This is an optimization exercise on Yosys and OpenROAD, whose aim is small area, a short achievable clock period and few clock cycles per item, not a production implementation.

==> flow/design.v (excerpt) <==
module e203_muldiv (
  input         clk,
  input         rst_n,
  input         i_valid,
  output        i_ready,
  input  [2:0]  i_op,
  input  [31:0] i_rs1,
  input  [31:0] i_rs2,
  output        o_valid,
  input         o_ready,
  output [31:0] o_wdat
);
  function [5:0] bitlen;
    input [31:0] v;
    integer i;
    begin
      bitlen = 0;
      for (i = 0; i < 32; i = i + 1)
        if (v[i]) bitlen = i + 1;
    end
  endfunction
  function [2:0] bsel;
    input [2:0] b;
    begin
      bsel[2] = b[0] ^ b[1];
      bsel[1] = (b[2] & ~b[1] & ~b[0]) | (~b[2] & b[1] & b[0]);
      bsel[0] = b[2];
    end
  endfunction
  reg busy, done;
  wire start = i_valid & ~busy;
  assign o_valid = done;
  assign i_ready = done & o_ready;
  wire fin = done & o_ready;
  reg        isdiv, rop, qneg, anr, dsub;
  reg [3:0]  osl, osh;     
  reg        sda, sdq, sd1;   
  reg        dnorm, dfix;     
  reg [5:0]  cnt;
  reg [34:0] mc;           
  reg [33:0] pl;
  reg [33:0] acc;          
  reg [2:0]  s0, s1;       
  reg        p0, p1;       
  wire op_div = i_op[2];
  wire [32:0] xin = {(i_op[1:0] != 2'd3) & i_rs1[31], i_rs1};
  wire [32:0] yin = {(i_op[1] == 1'b0) & i_rs2[31], i_rs2};
  wire xsg = (i_op[1:0] != 2'd3), ysg = (i_op[1] == 1'b0);
  function [2:0] fits;
    input [31:0] v;
    input sg;
    begin
      fits[0] = sg ? (v[31:8] == {24{v[31]}}) : (v[31:8] == 24'd0);
      fits[1] = sg ? (v[31:12] == {20{v[31]}}) : (v[31:12] == 20'd0);
      fits[2] = sg ? (v[31:16] == {16{v[31]}}) : (v[31:16] == 16'd0);
    end
  endfunction
  wire [2:0] fxs = fits(i_rs1, 1'b1), fxu = fits(i_rs1, 1'b0);
  wire [2:0] fys = fits(i_rs2, 1'b1), fyu = fits(i_rs2, 1'b0);
  ...
export LEC_CHECK = 0
export ABC_AREA = 1
export CAP_MARGIN = 20
export CORE_MARGIN = 2
export CORE_UTILIZATION = 45
export CTS_BUF_LIST = sky130_fd_sc_hd__clkbuf_8 sky130_fd_sc_hd__clkbuf_16
export SLEW_MARGIN = 20
create_clock -name core_clock -period 11.0 [get_ports {clk}]
standard.sh (not shown) runs the stock make flow with config.mk's settings and CLKGATE_MAP_FILE= SYNTH_SCRIPT=/design/flow/synth_recipe.tcl, a recipe that flattens the netlist after the stock synthesis.
==> flow/flow/run.sh <==
#!/bin/bash
# The standard layout (the standard.sh, unchanged synthesis) with three
# changes to how it is made:
#  - ports are buffered with a plain buffer (not a delay cell),
#  - the resizer may change a cell's drive strength even when that changes
#    the cell's width (MATCH_CELL_FOOTPRINT 0),
#  - timing repair aims for more setup slack than the design's clock needs.
set -euo pipefail
MARGIN=$(cat flow/margin.txt)
bash standard.sh SETUP_SLACK_MARGIN=$MARGIN MATCH_CELL_FOOTPRINT=0 \
  "BUFFER_PORTS_ARGS=-buffer_cell sky130_fd_sc_hd__buf_2" finish > run_make.log 2>&1
==> flow/flow/margin.txt <==
6.0
Next try:
--- a/flow/design.v
+++ b/flow/design.v
@@ -27,55 +27,52 @@
       bsel[0] = b[2];
     end
   endfunction
   reg busy, done;
   wire start = i_valid & ~busy;
   assign o_valid = done;
   assign i_ready = done & o_ready;
   wire fin = done & o_ready;
-  reg        isdiv, rop, qneg, anr, dsub;
+  reg        isdiv, rop, qneg, anr, bz, dsub;
   reg [3:0]  osl, osh;     
-  reg        sda, sdq, sd1;   
   reg        dnorm, dfix;     
   reg [5:0]  cnt;
   reg [34:0] mc;           
   reg [33:0] pl;
   reg [33:0] acc;          
   reg [2:0]  s0, s1;       
   reg        p0, p1;       
   wire op_div = i_op[2];
   wire [32:0] xin = {(i_op[1:0] != 2'd3) & i_rs1[31], i_rs1};
   wire [32:0] yin = {(i_op[1] == 1'b0) & i_rs2[31], i_rs2};
-  wire xsg = (i_op[1:0] != 2'd3), ysg = (i_op[1] == 1'b0);
-  function [2:0] fits;
-    input [31:0] v;
-    input sg;
-    begin
-      fits[0] = sg ? (v[31:8] == {24{v[31]}}) : (v[31:8] == 24'd0);
-      fits[1] = sg ? (v[31:12] == {20{v[31]}}) : (v[31:12] == 20'd0);
-      fits[2] = sg ? (v[31:16] == {16{v[31]}}) : (v[31:16] == 16'd0);
-    end
-  endfunction
-  wire [2:0] fxs = fits(i_rs1, 1'b1), fxu = fits(i_rs1, 1'b0);
-  wire [2:0] fys = fits(i_rs2, 1'b1), fyu = fits(i_rs2, 1'b0);
-  wire [2:0] fxv = xsg ? fxs : fxu, fyv = ysg ? fys : fyu;
-  wire fx0 = fxv[0], fx1 = fxv[1], fx2 = fxv[2];
-  wire fy0 = fyv[0], fy1 = fyv[1], fy2 = fyv[2];
-  wire swap = (fx0 & ~fy0) | (fx1 & ~fy1) | (fx2 & ~fy2);
-  wire f0 = fx0 | fy0, f1 = fx1 | fy1, f2 = fx2 | fy2;
-  wire [3:0] ohm = {~f2, f2 & ~f1, f1 & ~f0, f0};
+  function [1:0] wcls;
+    input [32:0] v;
+    begin
+      if (v[32:8] == {25{v[32]}}) wcls = 2'd0;
+      else if (v[32:12] == {21{v[32]}}) wcls = 2'd1;
+      else if (v[32:16] == {17{v[32]}}) wcls = 2'd2;
+      else wcls = 2'd3;
+    end
+  endfunction
+  wire [1:0] cx = wcls(xin);
+  wire [1:0] cy = wcls(yin);
+  wire swap = cx < cy;
+  wire [1:0] cm = swap ? cx : cy;
   wire [32:0] mpl = swap ? xin : yin;
   wire [32:0] mcd = swap ? yin : xin;
   wire [33:0] tx = {34{xin[0]}} & {yin[32], yin};
   wire [33:0] ty = {34{yin[0]}} & {xin[32], xin};
   wire [33:0] t0 = swap ? tx : ty;
   wire [7:0] bx0 = {bsel({xin[2:1], 1'b0}), bsel(xin[4:2]), xin[2], xin[4]};
   wire [7:0] by0 = {bsel({yin[2:1], 1'b0}), bsel(yin[4:2]), yin[2], yin[4]};
   wire [7:0] bs0 = swap ? bx0 : by0;
+  wire [3:0] ohx = 4'b0001 << cx;
+  wire [3:0] ohy = 4'b0001 << cy;
+  wire [3:0] ohm = swap ? ohx : ohy;
   wire a_neg = ~i_op[0] & i_rs1[31];
   wire b_neg = ~i_op[0] & i_rs2[31];
   wire [31:0] ax = i_rs1 ^ {32{a_neg}};
   wire [31:0] bx = i_rs2 ^ {32{b_neg}};
   wire [5:0] ma_c = bitlen(ax);
   wire [5:0] mb_c = bitlen(bx);
   wire bzero = (i_rs2 == 32'd0);
   function [31:0] pfor;
@@ -122,22 +119,20 @@
                     : (cnt == 6'd1);
     end
   end
   wire [4:0] mnext = pl[8:4];
   always @(posedge clk) begin
     if (start) begin
       isdiv <= op_div;
       rop <= i_op[1];
+      bz <= bzero;
       qneg <= (a_neg ^ b_neg) & ~dskip;
-      osl <= (i_op == 3'd0) ? ohm : 4'b0000;
-      osh <= (~i_op[2] & (i_op[1:0] != 2'd0)) ? ohm : 4'b0000;
-      sda <= op_div & (i_op[1] | ((a_neg ^ b_neg) & ~dskip));
-      sdq <= op_div & ~i_op[1] & ~bzero & ~((a_neg ^ b_neg) & ~dskip);
-      sd1 <= op_div & ~i_op[1] & bzero;
+      osl <= (i_op[1:0] == 2'd0) ? ohm : 4'b0000;
+      osh <= (i_op[1:0] != 2'd0) ? ohm : 4'b0000;
       anr <= a_neg;
       dsub <= ~(a_neg ^ b_neg);
       if (op_div) begin
         dnorm <= ~dskip;
         dfix <= 1'b0;
         acc <= {{2{a_neg}}, i_rs1};
         mc <= {{3{b_neg}}, i_rs2};
         pl <= {22'd0, {mb_c, ma_c} & {12{~dskip}}};    
@@ -195,10 +190,11 @@
   wire [63:0] p0w = {{21{acc[33]}}, acc, pl[33:25]};
   wire [63:0] p1w = {{17{acc[33]}}, acc, pl[33:21]};
   wire [63:0] p2w = {{13{acc[33]}}, acc, pl[33:17]};
   wire [63:0] p3w = {acc[30:0], pl[33:1]};
   wire [31:0] mres = ({32{osl[0]}} & p0w[31:0]) | ({32{osl[1]}} & p1w[31:0])
                    | ({32{osl[2]}} & p2w[31:0]) | ({32{osl[3]}} & p3w[31:0])
                    | ({32{osh[0]}} & p0w[63:32]) | ({32{osh[1]}} & p1w[63:32])
                    | ({32{osh[2]}} & p2w[63:32]) | ({32{osh[3]}} & p3w[63:32]);
-  assign o_wdat = mres | ({32{sda}} & acc[31:0]) | ({32{sdq}} & pl[31:0]) | {32{sd1}};
+  wire [31:0] dres = (rop | qneg) ? acc[31:0] : (bz ? 32'hFFFFFFFF : pl[31:0]);
+  assign o_wdat = isdiv ? dres : mres;
 endmodule
Register-to-register slack improved by 0.10 ns.
Utilization fell by 0.30 points.
Final cell count rose by 2.0%.
Setup slack improved by 0.044 ns.
Critical path depth is lower by 17.
Routed wire length rose by 6.3%.
No functional check of the RTL was part of any run of this note.

north:
The RTL this note starts from:
==> flow/design.v <==
module e203_muldiv (
  input         clk,
  input         rst_n,
  input         i_valid,
  output        i_ready,
  input  [2:0]  i_op,
  input  [31:0] i_rs1,
  input  [31:0] i_rs2,
  output        o_valid,
  input         o_ready,
  output [31:0] o_wdat
);
  function [5:0] bitlen;
    input [31:0] v;
    integer i;
    begin
      bitlen = 0;
      for (i = 0; i < 32; i = i + 1)
        if (v[i]) bitlen = i + 1;
    end
  endfunction
  function [2:0] bsel;
    input [2:0] b;
    begin
      bsel[2] = b[0] ^ b[1];
      bsel[1] = (b[2] & ~b[1] & ~b[0]) | (~b[2] & b[1] & b[0]);
      bsel[0] = b[2];
    end
  endfunction
  reg busy, done;
  wire start = i_valid & ~busy;
  assign o_valid = done;
  assign i_ready = done & o_ready;
  wire fin = done & o_ready;
  reg        isdiv, rop, qneg, anr, bz, dsub;
  reg [3:0]  osl, osh;     
  reg        dnorm, dfix;     
  reg [5:0]  cnt;
  reg [34:0] mc;           
  reg [33:0] pl;
  reg [33:0] acc;          
  reg [2:0]  s0, s1;       
  reg        p0, p1;       
  wire op_div = i_op[2];
  wire [32:0] xin = {(i_op[1:0] != 2'd3) & i_rs1[31], i_rs1};
  wire [32:0] yin = {(i_op[1] == 1'b0) & i_rs2[31], i_rs2};
  wire fx0 = (xin[32:8] == {25{xin[32]}}), fy0 = (yin[32:8] == {25{yin[32]}});
  wire fx1 = (xin[32:12] == {21{xin[32]}}), fy1 = (yin[32:12] == {21{yin[32]}});
  wire fx2 = (xin[32:16] == {17{xin[32]}}), fy2 = (yin[32:16] == {17{yin[32]}});
  wire swap = (fx0 & ~fy0) | (fx1 & ~fy1) | (fx2 & ~fy2);
  wire f0 = fx0 | fy0, f1 = fx1 | fy1, f2 = fx2 | fy2;
  wire [3:0] ohm = {~f2, f2 & ~f1, f1 & ~f0, f0};
  wire [32:0] mpl = swap ? xin : yin;
  wire [32:0] mcd = swap ? yin : xin;
  wire [33:0] tx = {34{xin[0]}} & {yin[32], yin};
  wire [33:0] ty = {34{yin[0]}} & {xin[32], xin};
  wire [33:0] t0 = swap ? tx : ty;
  wire [7:0] bx0 = {bsel({xin[2:1], 1'b0}), bsel(xin[4:2]), xin[2], xin[4]};
  wire [7:0] by0 = {bsel({yin[2:1], 1'b0}), bsel(yin[4:2]), yin[2], yin[4]};
  wire [7:0] bs0 = swap ? bx0 : by0;
  wire a_neg = ~i_op[0] & i_rs1[31];
  wire b_neg = ~i_op[0] & i_rs2[31];
  wire [31:0] ax = i_rs1 ^ {32{a_neg}};
  wire [31:0] bx = i_rs2 ^ {32{b_neg}};
  wire [5:0] ma_c = bitlen(ax);
  wire [5:0] mb_c = bitlen(bx);
  wire bzero = (i_rs2 == 32'd0);
  function [31:0] pfor;
    input [31:0] v;
    integer i;
    begin
      pfor[31] = v[31];
      for (i = 30; i >= 0; i = i - 1) pfor[i] = pfor[i + 1] | v[i];
    end
  endfunction
  wire [31:0] ta0 = pfor(ax), tb0 = pfor(bx);
  wire [32:0] ta = a_neg ? {ta0, 1'b1} : {1'b0, ta0};
  wire [32:0] tb = {1'b0, tb0};
  wire dskip = bzero | (|(tb & ~ta));
  wire [5:0] qs = pl[5:0] + {5'd0, anr} - pl[11:6];
  function [37:0] pp;
    input [2:0] s;
    input [34:0] x;
    reg [37:0] xe;
    begin
      xe = {{3{x[34]}}, x};
      pp = (({38{s[2]}} & xe) | ({38{s[1]}} & {xe[36:0], 1'b0})) ^ {38{s[0]}};
    end
  endfunction
  wire [37:0] ra = {{4{acc[33]}}, acc};
  wire [37:0] rb = pp(s0, mc);
  wire [37:0] rc = {pp(s1, mc), {2{s1[0]}}};    
  wire [37:0] sx = ra ^ rb ^ rc;
  wire [37:0] cx1 = {(ra[36:0] & rb[36:0]) | (ra[36:0] & rc[36:0]) | (rb[36:0] & rc[36:0]), p0};
  wire [37:0] sum = sx + cx1 + {37'd0, p1};
  wire acc_ok = (sum[37] == anr);       
  always @(posedge clk or negedge rst_n) begin
    if (!rst_n) begin
      busy <= 1'b0;
      done <= 1'b0;
    end else if (fin) begin
      busy <= 1'b0;
      done <= 1'b0;
    end else if (start) begin
      busy <= 1'b1;
      done <= op_div & dskip;
    end else if (busy & ~done) begin
      done <= isdiv ? (dfix ? 1'b1 : dnorm ? 1'b0 : (cnt == 6'd1) & ~(rop ? anr : qneg))
                    : (cnt == 6'd1);
    end
  end
  wire [4:0] mnext = pl[8:4];
  always @(posedge clk) begin
    if (start) begin
      isdiv <= op_div;
      rop <= i_op[1];
      bz <= bzero;
      qneg <= (a_neg ^ b_neg) & ~dskip;
      osl <= (i_op[1:0] == 2'd0) ? ohm : 4'b0000;
      osh <= (i_op[1:0] != 2'd0) ? ohm : 4'b0000;
      anr <= a_neg;
      dsub <= ~(a_neg ^ b_neg);
      if (op_div) begin
        dnorm <= ~dskip;
        dfix <= 1'b0;
        mc <= {{3{b_neg}}, i_rs2};
        pl <= {22'd0, {mb_c, ma_c} & {12{~dskip}}};    
        s0 <= {2'b00, a_neg};
        s1 <= 3'b000;
        p0 <= 1'b0;
        p1 <= 1'b0;
      end else begin
        dnorm <= 1'b0;
        dfix <= 1'b0;
        cnt <= {2'b00, ohm[3], ohm[2], ohm[1] | ohm[0], ohm[1]};    
        mc <= {{2{mcd[32]}}, mcd};
        pl <= {t0[0], mpl[32:1], 1'b0};
        {s0, s1, p0, p1} <= bs0;
      end
    end else if (busy & ~done) begin
      if (isdiv) begin
        if (dnorm) begin
          dnorm <= 1'b0;
          cnt <= qs + 6'd1;
          mc <= mc << qs;
          pl <= 34'd0;
          s0 <= {2'b10, dsub};
          p0 <= dsub;
          p1 <= 1'b0;
        end else if (dfix) begin
        end else begin
          cnt <= cnt - 6'd1;
          mc <= {mc[34], mc[34:1]};
          pl <= {pl[32:0], acc_ok};
          if (cnt == 6'd1) begin
            dfix <= rop ? anr : qneg;
            mc <= {2'b00, pl[31:0], acc_ok};
            s0 <= rop ? 3'b000 : 3'b101;
            p0 <= ~rop;
            p1 <= rop;
          end
        end
      end else begin
        cnt <= cnt - 6'd1;
        pl <= {sum[3:0], pl[33:4]};
        s0 <= bsel(mnext[2:0]);
        s1 <= bsel(mnext[4:2]);
        p0 <= mnext[2];
        p1 <= mnext[4];
      end
    end
  end
  wire [33:0] sum_al = isdiv ? sum[33:0] : sum[37:4];
  wire [33:0] acc_early = ~start ? ((isdiv & ~dnorm & ~dfix & (cnt == 6'd1) & ~rop & qneg) ? 34'd0 : acc)
                        : op_div ? {{2{a_neg}}, i_rs1} : {t0[33], t0[33:1]};
  wire take_sum = ~start & (~isdiv | dnorm | dfix | acc_ok)
                & ~(isdiv & ~dnorm & ~dfix & (cnt == 6'd1) & ~rop & qneg);
  always @(posedge clk)
    if (start | (busy & ~done)) acc <= take_sum ? sum_al : acc_early;
  wire [63:0] p0w = {{21{acc[33]}}, acc, pl[33:25]};
  wire [63:0] p1w = {{17{acc[33]}}, acc, pl[33:21]};
  wire [63:0] p2w = {{13{acc[33]}}, acc, pl[33:17]};
  wire [63:0] p3w = {acc[30:0], pl[33:1]};
  wire [31:0] mres = ({32{osl[0]}} & p0w[31:0]) | ({32{osl[1]}} & p1w[31:0])
                   | ({32{osl[2]}} & p2w[31:0]) | ({32{osl[3]}} & p3w[31:0])
                   | ({32{osh[0]}} & p0w[63:32]) | ({32{osh[1]}} & p1w[63:32])
                   | ({32{osh[2]}} & p2w[63:32]) | ({32{osh[3]}} & p3w[63:32]);
  wire [31:0] dres = (rop | qneg) ? acc[31:0] : (bz ? 32'hFFFFFFFF : pl[31:0]);
  assign o_wdat = isdiv ? dres : mres;
endmodule
==> flow/config.mk <==
export PLATFORM = sky130hd
export DESIGN_NAME = e203_muldiv
export DESIGN_NICKNAME = e203_muldiv
export VERILOG_FILES = /design/flow/design.v
export SDC_FILE = /design/flow/constraint.sdc
export NUM_CORES = 8
export LEC_CHECK = 0
export ABC_AREA = 1
export CAP_MARGIN = 5
export CORE_MARGIN = 2
export CORE_UTILIZATION = 45
export CTS_BUF_LIST = sky130_fd_sc_hd__clkbuf_8 sky130_fd_sc_hd__clkbuf_16
export SLEW_MARGIN = 5
==> flow/constraint.sdc <==
create_clock -name core_clock -period 11.0 [get_ports {clk}]
set_input_delay 2.2000 -clock core_clock [delete_from_list [all_inputs] [get_ports {clk}]]
set_output_delay 2.2000 -clock core_clock [all_outputs]
set_load 0.01 [all_outputs]
Scripts as last shown in full above: flow/flow/run.sh, flow/flow/margin.txt
For south, these inputs were changed with respect to north:
--- a/flow/design.v
+++ b/flow/design.v
@@ -32,8 +32,9 @@
   assign o_valid = done;
   assign i_ready = done & o_ready;
   wire fin = done & o_ready;
-  reg        isdiv, rop, qneg, anr, bz, dsub;
+  reg        isdiv, rop, qneg, anr, dsub;
   reg [3:0]  osl, osh;     
+  reg        sda, sdq, sd1;   
   reg        dnorm, dfix;     
   reg [5:0]  cnt;
   reg [34:0] mc;           
@@ -44,9 +45,21 @@
   wire op_div = i_op[2];
   wire [32:0] xin = {(i_op[1:0] != 2'd3) & i_rs1[31], i_rs1};
   wire [32:0] yin = {(i_op[1] == 1'b0) & i_rs2[31], i_rs2};
-  wire fx0 = (xin[32:8] == {25{xin[32]}}), fy0 = (yin[32:8] == {25{yin[32]}});
-  wire fx1 = (xin[32:12] == {21{xin[32]}}), fy1 = (yin[32:12] == {21{yin[32]}});
-  wire fx2 = (xin[32:16] == {17{xin[32]}}), fy2 = (yin[32:16] == {17{yin[32]}});
+  wire xsg = (i_op[1:0] != 2'd3), ysg = (i_op[1] == 1'b0);
+  function [2:0] fits;
+    input [31:0] v;
+    input sg;
+    begin
+      fits[0] = sg ? (v[31:8] == {24{v[31]}}) : (v[31:8] == 24'd0);
+      fits[1] = sg ? (v[31:12] == {20{v[31]}}) : (v[31:12] == 20'd0);
+      fits[2] = sg ? (v[31:16] == {16{v[31]}}) : (v[31:16] == 16'd0);
+    end
+  endfunction
+  wire [2:0] fxs = fits(i_rs1, 1'b1), fxu = fits(i_rs1, 1'b0);
+  wire [2:0] fys = fits(i_rs2, 1'b1), fyu = fits(i_rs2, 1'b0);
+  wire [2:0] fxv = xsg ? fxs : fxu, fyv = ysg ? fys : fyu;
+  wire fx0 = fxv[0], fx1 = fxv[1], fx2 = fxv[2];
+  wire fy0 = fyv[0], fy1 = fyv[1], fy2 = fyv[2];
   wire swap = (fx0 & ~fy0) | (fx1 & ~fy1) | (fx2 & ~fy2);
   wire f0 = fx0 | fy0, f1 = fx1 | fy1, f2 = fx2 | fy2;
   wire [3:0] ohm = {~f2, f2 & ~f1, f1 & ~f0, f0};
@@ -114,15 +127,18 @@
     if (start) begin
       isdiv <= op_div;
       rop <= i_op[1];
-      bz <= bzero;
       qneg <= (a_neg ^ b_neg) & ~dskip;
-      osl <= (i_op[1:0] == 2'd0) ? ohm : 4'b0000;
-      osh <= (i_op[1:0] != 2'd0) ? ohm : 4'b0000;
+      osl <= (i_op == 3'd0) ? ohm : 4'b0000;
+      osh <= (~i_op[2] & (i_op[1:0] != 2'd0)) ? ohm : 4'b0000;
+      sda <= op_div & (i_op[1] | ((a_neg ^ b_neg) & ~dskip));
+      sdq <= op_div & ~i_op[1] & ~bzero & ~((a_neg ^ b_neg) & ~dskip);
+      sd1 <= op_div & ~i_op[1] & bzero;
       anr <= a_neg;
       dsub <= ~(a_neg ^ b_neg);
       if (op_div) begin
         dnorm <= ~dskip;
         dfix <= 1'b0;
+        acc <= {{2{a_neg}}, i_rs1};
         mc <= {{3{b_neg}}, i_rs2};
         pl <= {22'd0, {mb_c, ma_c} & {12{~dskip}}};    
         s0 <= {2'b00, a_neg};
@@ -133,6 +149,7 @@
         dnorm <= 1'b0;
         dfix <= 1'b0;
         cnt <= {2'b00, ohm[3], ohm[2], ohm[1] | ohm[0], ohm[1]};    
+        acc <= {t0[33], t0[33:1]};
         mc <= {{2{mcd[32]}}, mcd};
         pl <= {t0[0], mpl[32:1], 1'b0};
         {s0, s1, p0, p1} <= bs0;
@@ -144,13 +161,17 @@
           cnt <= qs + 6'd1;
           mc <= mc << qs;
           pl <= 34'd0;
+          acc <= sum[33:0];
           s0 <= {2'b10, dsub};
           p0 <= dsub;
           p1 <= 1'b0;
         end else if (dfix) begin
+          acc <= sum[33:0];
         end else begin
           cnt <= cnt - 6'd1;
           mc <= {mc[34], mc[34:1]};
+          if (cnt == 6'd1 & ~rop & qneg) acc <= 34'd0;
+          else if (acc_ok) acc <= sum[33:0];
           pl <= {pl[32:0], acc_ok};
           if (cnt == 6'd1) begin
             dfix <= rop ? anr : qneg;
@@ -162,6 +183,7 @@
         end
       end else begin
         cnt <= cnt - 6'd1;
+        acc <= sum[37:4];
         pl <= {sum[3:0], pl[33:4]};
         s0 <= bsel(mnext[2:0]);
         s1 <= bsel(mnext[4:2]);
@@ -170,13 +192,6 @@
       end
     end
   end
-  wire [33:0] sum_al = isdiv ? sum[33:0] : sum[37:4];
-  wire [33:0] acc_early = ~start ? ((isdiv & ~dnorm & ~dfix & (cnt == 6'd1) & ~rop & qneg) ? 34'd0 : acc)
-                        : op_div ? {{2{a_neg}}, i_rs1} : {t0[33], t0[33:1]};
-  wire take_sum = ~start & (~isdiv | dnorm | dfix | acc_ok)
-                & ~(isdiv & ~dnorm & ~dfix & (cnt == 6'd1) & ~rop & qneg);
-  always @(posedge clk)
-    if (start | (busy & ~done)) acc <= take_sum ? sum_al : acc_early;
   wire [63:0] p0w = {{21{acc[33]}}, acc, pl[33:25]};
   wire [63:0] p1w = {{17{acc[33]}}, acc, pl[33:21]};
   wire [63:0] p2w = {{13{acc[33]}}, acc, pl[33:17]};
@@ -185,6 +200,5 @@
                    | ({32{osl[2]}} & p2w[31:0]) | ({32{osl[3]}} & p3w[31:0])
                    | ({32{osh[0]}} & p0w[63:32]) | ({32{osh[1]}} & p1w[63:32])
                    | ({32{osh[2]}} & p2w[63:32]) | ({32{osh[3]}} & p3w[63:32]);
-  wire [31:0] dres = (rop | qneg) ? acc[31:0] : (bz ? 32'hFFFFFFFF : pl[31:0]);
-  assign o_wdat = isdiv ? dres : mres;
+  assign o_wdat = mres | ({32{sda}} & acc[31:0]) | ({32{sdq}} & pl[31:0]) | {32{sd1}};
 endmodule
## What came out
Horizontal die dimension: south and north compared, lower one is south
Changes observed in south relative to north: non-clock buffer total of the final layout went down, wire length on met1 decreased 2.8%.
A worst-path cell with the longest stage delay of fa_1 is what south shows, while a31oi_1 belongs to north.
Fraction of the cycle the final worst path needs: lower on north
The global-route usage on north is in line with that on south.
Cell area after placement is higher on north
The cell count after placement in south sits 6.1% below the value recorded for north.
In the reports for south and north, the smaller net count of the mapped netlist belongs to south.
Measured against each other, south and north differ in cell count, the higher figure coming from north.
A type of the worst setup path of in2reg is what north shows, while reg2reg belongs to south.
Going from north to south, wire length dropped 5.8 mm, layout multi-input combinational cell count fell 5.9%, share of the final layout cell area in multi-input gates grew by 0.55 points, logic depth of the worst setup path including buffers increased 2.
Function was not checked in any run of this note: the RTL went through the layout flow alone.

## static timing again, ports no longer ideal
In the flow no input, the clock included, has a driving cell. The finished layouts below were timed again as built, in two steps.
Step 1 assumes that a clkbuf_16 drives the clock port and a buf_2 every other input.
Step 2 also shifts input and output timing later by t, the mid clock arrival at the registers, as if the neighbouring blocks saw the same clock.
Three values: ideal, step 1, step 2; two values: the first two.
run	shift t [ns]	slack for setup (ns)	worst slew at a driven data input, ns
the first run of note 1	0.504	5.878 / 5.878 / 5.484	0.06
the second run of note 1	0.487	5.922 / 5.874 / 5.480	0.05
north	0.506	5.947 / 5.917 / 5.435	0.09
south	0.504	5.878 / 5.878 / 5.484	0.06
After both steps setup and hold are still met in every run listed. The setup slack of north, which loses most, moves by -0.030 ns with the drivers and by -0.512 ns with both steps.
